This is an optimization exercise on Yosys and OpenROAD, whose aim is small area, a short achievable clock period and few clock cycles, not a production implementation.
RTL that was checked went through simulation tests only; none was proved equivalent to the original.
Power is estimated from default activity; no workload was simulated.

## south
// zhxpu_core
module zhxpu_core(
	input clk,
	input rst,
	output wire [15:0] imem_addr,
	input [15:0] imem_rdata,
	input imem_ready,
	output wire [15:0] dmem_addr,
	output wire [15:0] dmem_wdata,
	output wire dmem_we,
	output wire dmem_re,
	input [15:0] dmem_rdata,
	input dmem_ready
);
	reg [15:0] pc;           
	reg [15:0] ir;           
	reg ir_sp, ir_ih, ir_ra;  
	reg [15:0] pre;          
	reg [15:0] gpr [0:7];
	reg [15:0] sp, ih, ra;
	reg t;
	reg [15:0] ex_a, ex_b;   
	reg ex_cin;
	reg ex_and, ex_or, ex_shl, ex_sh, ex_arith;
	reg ex_ld, ex_st, ex_cmp, ex_wr, ex_br;
	reg [3:0] ex_dst;        
	wire ex_mem = ex_ld | ex_st;
	wire hold = !imem_ready || (ex_mem && !dmem_ready);
	wire [15:0] sum;
	zx_add16 u_alu_add(.a(ex_a), .b(ex_b), .cin(ex_cin), .s(sum));
	wire [15:0] add_p = ex_a ^ ex_b;
	wire [15:0] add_k = {ex_a[14:0] | ex_b[14:0], ex_cin};
	wire add_zero = &(add_p ~^ add_k);
	wire [15:0] b_rev;
	genvar gi;
  ...
For scale: ~86 I/O pins, about 17000 um2 of cells after synthesis.
==> flow/config.mk <==
export PLATFORM = sky130hd
export DESIGN_NAME = zhxpu_core
export DESIGN_NICKNAME = zhxpu_core
export VERILOG_FILES = /design/flow/design.v
export SDC_FILE = /design/flow/constraint.sdc
export NUM_CORES = 4
export LEC_CHECK = 0
export ABC_AREA = 1
export CAP_MARGIN = 20
export CORE_MARGIN = 2
export CORE_UTILIZATION = 60
export CTS_BUF_LIST = sky130_fd_sc_hd__clkbuf_8
export SETUP_SLACK_MARGIN = 5
export SLEW_MARGIN = 20
export TNS_END_PERCENT = 10
==> flow/constraint.sdc <==
create_clock -name core_clock -period 9.0 [get_ports {clk}]
set_input_delay 1.8000 -clock core_clock [delete_from_list [all_inputs] [get_ports {clk}]]
set_output_delay 1.8000 -clock core_clock [all_outputs]
set_load 0.01 [all_outputs]
standard.sh (not shown) runs the stock make flow with config.mk's settings and CLKGATE_MAP_FILE= SYNTH_SCRIPT=/design/flow/synth_recipe.tcl, a recipe that flattens the netlist after the stock synthesis.
==> flow/flow/run.sh <==
#!/bin/bash
set -euo pipefail
bash standard.sh "BUFFER_PORTS_ARGS=-buffer_cell sky130_fd_sc_hd__buf_2" finish > standard_flow.log 2>&1
#### Input delta (west over south)
==> flow/run.sh (new file) <==
#!/bin/bash
# synth_recipe.tcl (not shown) runs the flow's synth.tcl, then flattens the netlist and writes it again
# the make line also repeats each setting of config.mk as NAME=value (left out here)
make -C /OpenROAD-flow-scripts/flow DESIGN_CONFIG=/design/flow/config.mk WORK_HOME=/design/flow/orfs CLKGATE_MAP_FILE= SYNTH_SCRIPT=/design/flow/synth_recipe.tcl finish
removed: flow/flow/run.sh
removed: flow/standard.sh
Notes after the runs:
Taking south as the reference, in west layout-stage area growth over the synthesis result went up by 0.44 points, logic gate share of total power went up by 1.8 points. west vs south, share of the clock period used by the worst path went down by 0.19 points. Going from south to west, number of CTS-inserted buffers went down 2; final cell count went down 17; routed wire length went down 1.5%. west vs. south: cell area higher, switching portion of total power higher. As far as sequential share of layout area is concerned, south and west perform about the same. Compared with south, west shows a higher global routing usage on met2.
No run of this note included a check of the RTL's function; only the layout flow was run.


Setup of v23:
zhxpu_core, a different RTL version from the one above (not shown whole).
Size: about 2300 cells after synthesis, ~280 flip-flops, ~86 I/O pins.
Design zhxpu_core, start of the top module:
module zhxpu_core(
	input clk,
	input rst,
	output wire [15:0] imem_addr,
	input [15:0] imem_rdata,
	input imem_ready,
	output wire [15:0] dmem_addr,
	output wire [15:0] dmem_wdata,
	output wire dmem_we,
	output wire dmem_re,
	input [15:0] dmem_rdata,
	input dmem_ready
);
clock: 9.0 ns
lec_check: 0
abc_area: 1
cap_margin: 20
core_margin: 2
core_utilization: 60
cts_buf_list: sky130_fd_sc_hd__clkbuf_8
setup_slack_margin: 5
slew_margin: 20
tns_end_percent: 10
==> flow/flow/run.sh <==
#!/bin/bash
set -euo pipefail
bash standard.sh "BUFFER_PORTS_ARGS=-buffer_cell sky130_fd_sc_hd__buf_2" SETUP_SLACK_MARGIN=5.75 finish > standard_flow.log 2>&1
The final layout from v23, which completed every stage, passed the timing, design-rule and antenna checks at the end of the flow.
Testbench counts of v23, summed over its fixed seeds: cycles 41,488.
Input-level comparison between v57 and v23:
- TNS_END_PERCENT: 10 -> 3
==> flow/flow/run.sh <==
#!/bin/bash
set -euo pipefail
bash standard.sh "BUFFER_PORTS_ARGS=-buffer_cell sky130_fd_sc_hd__buf_2" SETUP_SLACK_MARGIN=6 finish > standard_flow.log 2>&1
## What came out
- Flip-flop and latch count: v23 vs v57 identical
- For v23, the highest-delay cell along the critical path was inv_1, unlike v57, where it was edfxtp_1.
- NOTE internal power consumption v23->v57 increased by a few percent
- The final period demand of the worst path number comes out higher for v23 vs v57.
- v57 has design area above what v23 had.
- ex_or as the timing startpoint of the critical path was reported by v23, and ex_a[3] by v57.
- Slack of the worst reg-to-reg path came out higher on v57 than on v23.
- On worst setup slack: between v57 and v23, it ends up lower for v23.
- v57 vs v23: share of power burned in the clock network down in v57
- From v23 to v57 the numbers moved as follows: synthesized cell count was more or less identical, total wire length rose 2.4%.
The inputs of v41 differ from those of v57 as listed below.
- TNS_END_PERCENT now 10, was 3
==> flow/flow/run.sh <==
#!/bin/bash
set -euo pipefail
bash standard.sh "BUFFER_PORTS_ARGS=-buffer_cell sky130_fd_sc_hd__buf_2" SETUP_SLACK_MARGIN=5.5 finish > standard_flow.log 2>&1
Results
Across v41 and v57, the outcome is the same: a clean finish for every run. A worst setup path endpoint of pc[5] is what v41 shows, while dmem_addr[3] belongs to v57. Taking v57 as 1.0, v41 lands at 0.59 on non-clock buffer count. Against v57, the final cell area of v41 is lower. The clock power share of v41 exceeds that of v57 by 0.6 points. Diff v57..v41 | number of instances on the worst hold path | unchanged. Worst clock skew on the final layout for v41 is lower than for v57.


Starting RTL as in the previous note.
clock: 9.0 ns
lec_check: 0
abc_area: 1
cap_margin: 20
core_margin: 2
core_utilization: 60
cts_buf_list: sky130_fd_sc_hd__clkbuf_16
setup_slack_margin: 5
slew_margin: 20
tns_end_percent: 10
==> flow/flow/run.sh <==
#!/bin/bash
set -euo pipefail
bash standard.sh "BUFFER_PORTS_ARGS=-buffer_cell sky130_fd_sc_hd__buf_2" SETUP_SLACK_MARGIN=6 finish > standard_flow.log 2>&1
The first run finished with timing, DRC and antenna clean.
Testbench counts at the start, summed over its fixed seeds: cycles 41,488.
Edit:
Settings changed: CORE_UTILIZATION 60 to 70, CTS_BUF_LIST sky130_fd_sc_hd__clkbuf_16 to sky130_fd_sc_hd__clkbuf_8.
The changed run ran to the end with no violations. Wire length increases by 4.6%. Design area is lower by 1.2%. Utilization went up by 10 points. Synthesized area does not change. Cell count came out lower by 1.2%. Synthesized cell count is unchanged. Setup slack got worse by 0.12 ns. Critical path depth came out higher by 19.
Edit:
Settings changed: ABC_AREA 1 to 0, CORE_UTILIZATION 70 to 60.
Outcome:
- The new run finished with timing, DRC and antenna clean
- design area goes up by about 11%
- routed wire length goes up by about 10%
- clock power goes up by about 8%
- combinational power goes up by about 1%
- die area goes up by about 16%
- utilization goes down by 3.2 points
Edit:
==> flow/flow/run.sh (replaced) <==
#!/bin/bash
set -euo pipefail
bash standard.sh "BUFFER_PORTS_ARGS=-buffer_cell sky130_fd_sc_hd__buf_2" SETUP_SLACK_MARGIN=6.25 finish > standard_flow.log 2>&1
Settings changed: ABC_AREA 0 to 1.
Outcome: The new run passed the timing, design-rule and antenna checks; routed wire length drops by 9.1%; fmax climbs by 9.5%; global-route usage drops by 3.2 points; die area climbs by 0.58%; non-clock buffer count drops by 78; design area drops by 4.8%; via count climbs by 2.4%; synthesized cell count climbs by 34%; utilization drops by 4.0 points; cell count climbs by 22%.


Another version of the RTL of zhxpu_core (not shown whole).
Size: ~1,700 cells after synthesis, ~260 flip-flops, ~86 I/O pins.
==> flow/design.v (excerpt) <==
module zhxpu_core(
	input clk,
	input rst,
	output wire [15:0] imem_addr,
	input [15:0] imem_rdata,
	input imem_ready,
	output wire [15:0] dmem_addr,
	output wire [15:0] dmem_wdata,
	output wire dmem_we,
	output wire dmem_re,
	input [15:0] dmem_rdata,
	input dmem_ready
);
	reg [15:0] pc;           
	reg [15:0] ir;           
	reg [15:0] gpr [0:7];
	reg [15:0] sp, ih, ra;
	reg t;
	reg [15:0] ex_a, ex_b;   
	reg ex_cin;
	reg ex_add, ex_and, ex_or, ex_shl, ex_sh, ex_arith;
	reg ex_ld, ex_st, ex_cmp, ex_wr, ex_br;
	reg [3:0] ex_dst;        
	wire ex_mem = ex_ld | ex_st;
	wire hold = !imem_ready || (ex_mem && !dmem_ready);
	wire [15:0] sum;
	zx_add16 u_alu_add(.a(ex_a), .b(ex_b), .cin(ex_cin), .s(sum));
	wire [15:0] add_p = ex_a ^ ex_b;
	wire [15:0] add_k = {ex_a[14:0] | ex_b[14:0], ex_cin};
	wire add_zero = &(add_p ~^ add_k);
	wire [15:0] b_rev;
	genvar gi;
	generate for (gi = 0; gi < 16; gi = gi + 1) begin : g_rev
  ...
Settings: LEC_CHECK=0, CAP_MARGIN=20, CORE_MARGIN=2, CORE_UTILIZATION=40, SETUP_SLACK_MARGIN=5, SLEW_MARGIN=20; clock period 9.0 ns.
run.sh (not shown) runs the stock make flow with config.mk's settings and CLKGATE_MAP_FILE= SYNTH_SCRIPT=/design/flow/synth_recipe.tcl, a recipe that flattens the netlist after the stock synthesis.
Stock flow here: none of the scripts above is used.
The first run passed the timing, design-rule and antenna checks.
Testbench counts at the start, summed over its fixed seeds: cycles 41,477.
==> next run, changes <==
--- a/flow/config.mk
+++ b/flow/config.mk
@@ -7,0 +8 @@
+export ABC_CLOCK_PERIOD_IN_PS = 4000
Routed wire length does not change.
Core utilization is unchanged.
Maximum frequency stays the same.
Clock-buffer cell count is unchanged.
Via count stays the same.
Worst setup slack does not change.
Non-clock buffer count stays the same.


## job 102
Another version of the RTL of zhxpu_core (not shown whole).
Size: roughly 2,100 cells after synthesis, about 86 I/O pins, about 17,000 µm² of cells after synthesis.
export LEC_CHECK = 0
export ABC_AREA = 1
export CAP_MARGIN = 20
export CORE_MARGIN = 2
export CORE_UTILIZATION = 60
export CTS_BUF_LIST = sky130_fd_sc_hd__clkbuf_8
export SETUP_SLACK_MARGIN = 5
export SLEW_MARGIN = 20
export TNS_END_PERCENT = 10
create_clock -name core_clock -period 9.0 [get_ports {clk}]
standard.sh (not shown) runs the stock make flow with config.mk's settings and CLKGATE_MAP_FILE= SYNTH_SCRIPT=/design/flow/synth_recipe.tcl, a recipe that flattens the netlist after the stock synthesis.
==> flow/flow/run.sh <==
#!/bin/bash
set -euo pipefail
bash standard.sh "BUFFER_PORTS_ARGS=-buffer_cell sky130_fd_sc_hd__buf_2" SETUP_SLACK_MARGIN=5.5 finish > standard_flow.log 2>&1
Testbench counts of job 102, summed over its fixed seeds: cycles 41,488.
Input changes introduced in job 103 (baseline for comparison: job 102):
==> flow/flow/run.sh <==
#!/bin/bash
set -euo pipefail
bash standard.sh "BUFFER_PORTS_ARGS=-buffer_cell sky130_fd_sc_hd__buf_2" SETUP_SLACK_MARGIN=6 finish > standard_flow.log 2>&1
Notes after the runs:
- Job 102 has a lower design area than job 103.
- Between job 103 and job 102, the insertion delay of the later-clocked pin in the worst-skew pair figures differ only marginally.
- For the number of fillers in the final layout, job 103 came in 117 lower than job 102 did.
- Re setup slack after placement: job 103 is 95 ps up on job 102.
- Taking job 102 as the reference, in job 103 initial DRC count shows an increase of 108; worst hold slack shows an increase of 13 ps; fraction of the core area covered by cells at the end of the flow shows an increase of 3.3 points; power shows an increase of 0.000073 W; met1 usage in global routing shows an increase of 2.4 points.
- Between job 102 and job 103, number of stages on the worst setup path is lower for job 102, job 103 comes in above that.


before:
Another version of the RTL of zhxpu_core (not shown whole).
For scale: roughly 2000 cells after synthesis, about 280 flip-flops, roughly 86 I/O pins.
==> flow/config.mk <==
export PLATFORM = sky130hd
export DESIGN_NAME = zhxpu_core
export DESIGN_NICKNAME = zhxpu_core
export VERILOG_FILES = /design/flow/design.v
export SDC_FILE = /design/flow/constraint.sdc
export NUM_CORES = 4
export LEC_CHECK = 0
export ABC_AREA = 1
export CAP_MARGIN = 20
export CORE_MARGIN = 2
export CORE_UTILIZATION = 60
export CTS_BUF_LIST = sky130_fd_sc_hd__clkbuf_8
export SETUP_SLACK_MARGIN = 5
export SLEW_MARGIN = 20
export TNS_END_PERCENT = 10
==> flow/constraint.sdc <==
create_clock -name core_clock -period 9.0 [get_ports {clk}]
set_input_delay 1.8000 -clock core_clock [delete_from_list [all_inputs] [get_ports {clk}]]
set_output_delay 1.8000 -clock core_clock [all_outputs]
set_load 0.01 [all_outputs]
==> flow/flow/run.sh <==
#!/bin/bash
set -euo pipefail
bash standard.sh "BUFFER_PORTS_ARGS=-buffer_cell sky130_fd_sc_hd__buf_2" finish > standard_flow.log 2>&1
Input changes introduced in after (baseline for comparison: before):
==> flow/flow/run.sh <==
#!/bin/bash
set -euo pipefail
bash standard.sh "BUFFER_PORTS_ARGS=-buffer_cell sky130_fd_sc_hd__buf_2" SETUP_SLACK_MARGIN=5.5 finish > standard_flow.log 2>&1
Results
- [compare] base=before new=after: aggregate global-route resource usage lower; met1 usage in global routing lower; global routing met2 resource utilization lower; placed cell area higher; transition time of the tightest slew-check pin lower.
- Row total power consumption of the routed design: after lower / before higher
- Relative to before, wire length per cell decreased by 0.20 µm in after.
- In after relative to before, estimated wirelength of the detail-placed design had gone down slightly.
- Maximum frequency (lower): before
- In after, final critical-path setup slack is higher than in before.
- As far as gate count of the mapped netlist goes, after and before are indistinguishable; the numbers are identical.
Function was not checked in any run of this note: the RTL went through the layout flow alone.


Setup of willow:
Another version of the RTL of zhxpu_core (not shown whole).
Size in the first run: ~260 flip-flops, ~86 I/O pins.
make LEC_CHECK=0 ABC_AREA=1 CAP_MARGIN=20 CORE_MARGIN=2 CORE_UTILIZATION=60 CTS_BUF_LIST=sky130_fd_sc_hd__clkbuf_8 SETUP_SLACK_MARGIN=5 SLEW_MARGIN=20 TNS_END_PERCENT=10 finish   # period 9.0 ns
run.sh (not shown) runs the stock make flow with config.mk's settings and CLKGATE_MAP_FILE= SYNTH_SCRIPT=/design/flow/synth_recipe.tcl, a recipe that flattens the netlist after the stock synthesis.
Stock flow here: none of the scripts above is used.
willow did not stop at any stage, and its layout met the timing, design-rule and antenna checks.
Testbench counts of willow, summed over its fixed seeds: cycles 41,488.
Relative to willow, the following input files were edited for cedar:
Settings: TNS_END_PERCENT now 0, was 10.
[summary]
On number of cells on the critical path: cedar sits above willow.
Per the comparison of cedar with willow, remaining max-slew budget at the tightest pin now smaller, fraction of power consumed by sequential logic higher, area growth from synthesis to final layout lost 1.4 points, overall power after layout has decreased, number of inverters outside the clock class in the layout increased by about 0.35% relative to the old numbers.
Diff willow..cedar | sequential-to-total area share from yosys stat | unchanged
Detailed route, cedar vs willow: via total lower for cedar
Diff cedar and willow: highest cell delay on the worst timing path higher in willow
Compared cedar against willow; area used by multi-input combinational logic within noise.


Setup of exp/garnet:
Another version of the RTL of zhxpu_core (not shown whole).
Size in the first run: about 2000 cells after synthesis, roughly 86 I/O pins, about 0.016 sq mm of cells after synthesis.
==> flow/config.mk <==
export PLATFORM = sky130hd
export DESIGN_NAME = zhxpu_core
export DESIGN_NICKNAME = zhxpu_core
export VERILOG_FILES = /design/flow/design.v
export SDC_FILE = /design/flow/constraint.sdc
export NUM_CORES = 4
export LEC_CHECK = 0
export ABC_AREA = 1
export CAP_MARGIN = 20
export CORE_MARGIN = 2
export CORE_UTILIZATION = 60
export CTS_BUF_LIST = sky130_fd_sc_hd__clkbuf_4 sky130_fd_sc_hd__clkbuf_8
export SETUP_SLACK_MARGIN = 5
export SLEW_MARGIN = 20
export TNS_END_PERCENT = 10
==> flow/constraint.sdc <==
create_clock -name core_clock -period 9.0 [get_ports {clk}]
set_input_delay 1.8000 -clock core_clock [delete_from_list [all_inputs] [get_ports {clk}]]
set_output_delay 1.8000 -clock core_clock [all_outputs]
set_load 0.01 [all_outputs]
standard.sh (not shown) runs the stock make flow with config.mk's settings and CLKGATE_MAP_FILE= SYNTH_SCRIPT=/design/flow/synth_recipe.tcl, a recipe that flattens the netlist after the stock synthesis.
==> flow/flow/run.sh <==
#!/bin/bash
set -euo pipefail
bash standard.sh "BUFFER_PORTS_ARGS=-buffer_cell sky130_fd_sc_hd__buf_2" finish > standard_flow.log 2>&1
Both conditions hold for exp/garnet: the flow ran to the end and the final layout passed the timing, design-rule and antenna checks.
Testbench counts of exp/garnet, summed over its fixed seeds: cycles 41,488.
Input changes introduced in exp/harbor (baseline for comparison: exp/garnet):
- a change of CTS_BUF_LIST from sky130_fd_sc_hd__clkbuf_4 sky130_fd_sc_hd__clkbuf_8 to sky130_fd_sc_hd__clkbuf_8
==> flow/flow/run.sh <==
#!/bin/bash
set -euo pipefail
bash standard.sh SETUP_SLACK_MARGIN=6 finish > standard_flow.log 2>&1
Side by side, met2 global-route usage turned out higher in exp/harbor than in exp/garnet. In the tables for exp/garnet and exp/harbor, part of the power in combinational logic reads lower with exp/garnet. The total power in exp/harbor sits about 6% above the value recorded for exp/garnet. Non-filler instance count after layout sits higher in exp/harbor than in exp/garnet. Relative to exp/garnet, the wire length of the first global-routing pass measured on exp/harbor has increased by more than 10%. Proportion of power drawn by the clock network in exp/harbor vs exp/garnet: down 2.5 points. Route | exp/harbor vs exp/garnet | wire longer in exp/harbor. Compared to exp/garnet, exp/harbor has count of non-CTS buffers in the layout 133 higher. Of the two values seen for start point of the critical path, ir[8]$_SDFFE_PN0P_ was produced by exp/harbor and dmem_ready by exp/garnet. Between exp/harbor and exp/garnet, the power dissipated in sequential cells figures differ only marginally. In exp/harbor the logic depth of the worst path, buffers included turned out 12 higher than in exp/garnet. Status: inserted tap cell count parity (exp/garnet, exp/harbor).
Changes in exp/ember relative to exp/harbor:
==> flow/flow/run.sh <==
#!/bin/bash
set -euo pipefail
bash standard.sh "BUFFER_PORTS_ARGS=-buffer_cell sky130_fd_sc_hd__buf_2" finish > standard_flow.log 2>&1
[summary]
Placed instance area on exp/ember is down relative to exp/harbor. Per the comparison of exp/ember with exp/harbor, clock buffer count in the final layout increased by 1 relative to the old numbers; total non-filler cell area in the finished layout decreased by 0.0024 sq mm relative to the old numbers; routed metal-1 wire length decreased by 1100 microns relative to the old numbers.

==> static timing again, ports no longer ideal <==
How much do the figures lean on ideal ports? The routed layouts below were timed once more, with nothing changed but the port constraints. Step 1, drivers: a clkbuf_16 drives clk and a buf_2 each remaining input, both assumed. Step 2 times the ports against the registers' clock, not the clock port: input delays grow and output delays shrink by t, the midpoint of the rising clock arrivals with the driver on. Three values: no drivers, after step 1, after step 2; two values: the first two.
| run | t, ns | slack for setup (ns) | clock arrival spread, ns | worst slew at a driven data input, ns |
|---|---|---|---|---|
| south | 0.633 | 4.853 / 4.853 / 4.682 | 0.045 / 0.045 | 0.03 |
| west | 0.630 | 4.870 / 4.870 / 4.356 | 0.069 / 0.068 | 0.04 |
| v23 | 0.616 | 5.663 / 5.663 / 5.266 | 0.052 / 0.052 | 0.04 |
| v57 | 0.623 | 5.772 / 5.723 / 5.482 | 0.051 / 0.051 | 0.04 |
| v41 | 0.636 | 5.531 / 5.531 / 5.086 | 0.040 / 0.040 | 0.03 |
| the first run of note 3 | 0.615 | 5.761 / 5.709 / 5.514 | 0.016 / 0.015 | 0.04 |
| the second run of note 3 | 0.625 | 5.642 / 5.642 / 5.525 | 0.040 / 0.040 | 0.04 |
| the third run of note 3 | 0.650 | 5.321 / 5.321 / 5.107 | 0.044 / 0.044 | 0.06 |
| the fourth run of note 3 | 0.635 | 5.639 / 5.639 / 5.608 | 0.047 / 0.047 | 0.04 |
| the first run of note 4 | 0.627 | 4.392 / 4.392 / 4.098 | 0.023 / 0.023 | 0.04 |
| the second run of note 4 | 0.627 | 4.392 / 4.392 / 4.098 | 0.023 / 0.023 | 0.04 |
| job 102 | 0.623 | 5.343 / 5.343 / 4.763 | 0.046 / 0.046 | 0.03 |
| job 103 | 0.611 | 5.313 / 5.313 / 5.003 | 0.054 / 0.054 | 0.04 |
| before | 0.635 | 5.028 / 5.028 / 4.653 | 0.061 / 0.062 | 0.03 |
| after | 0.615 | 5.048 / 5.048 / 4.605 | 0.057 / 0.057 | 0.04 |
| willow | 0.631 | 4.929 / 4.929 / 4.752 | 0.037 / 0.037 | 0.04 |
| cedar | 0.623 | 4.885 / 4.885 / 4.726 | 0.047 / 0.047 | 0.04 |
| exp/garnet | 0.601 | 4.995 / 5.013 / 4.412 | 0.036 / 0.035 | 0.04 |
| exp/harbor | 0.625 | 4.702 / 4.702 / 4.702 | 0.071 / 0.071 | 0.04 |
| exp/ember | 0.602 | 5.006 / 5.024 / 4.422 | 0.036 / 0.036 | 0.04 |
After both steps setup and hold are still met in every run listed. For exp/ember, which loses most, drivers alone change the setup slack by +0.018 ns; drivers and shift together by -0.584 ns.
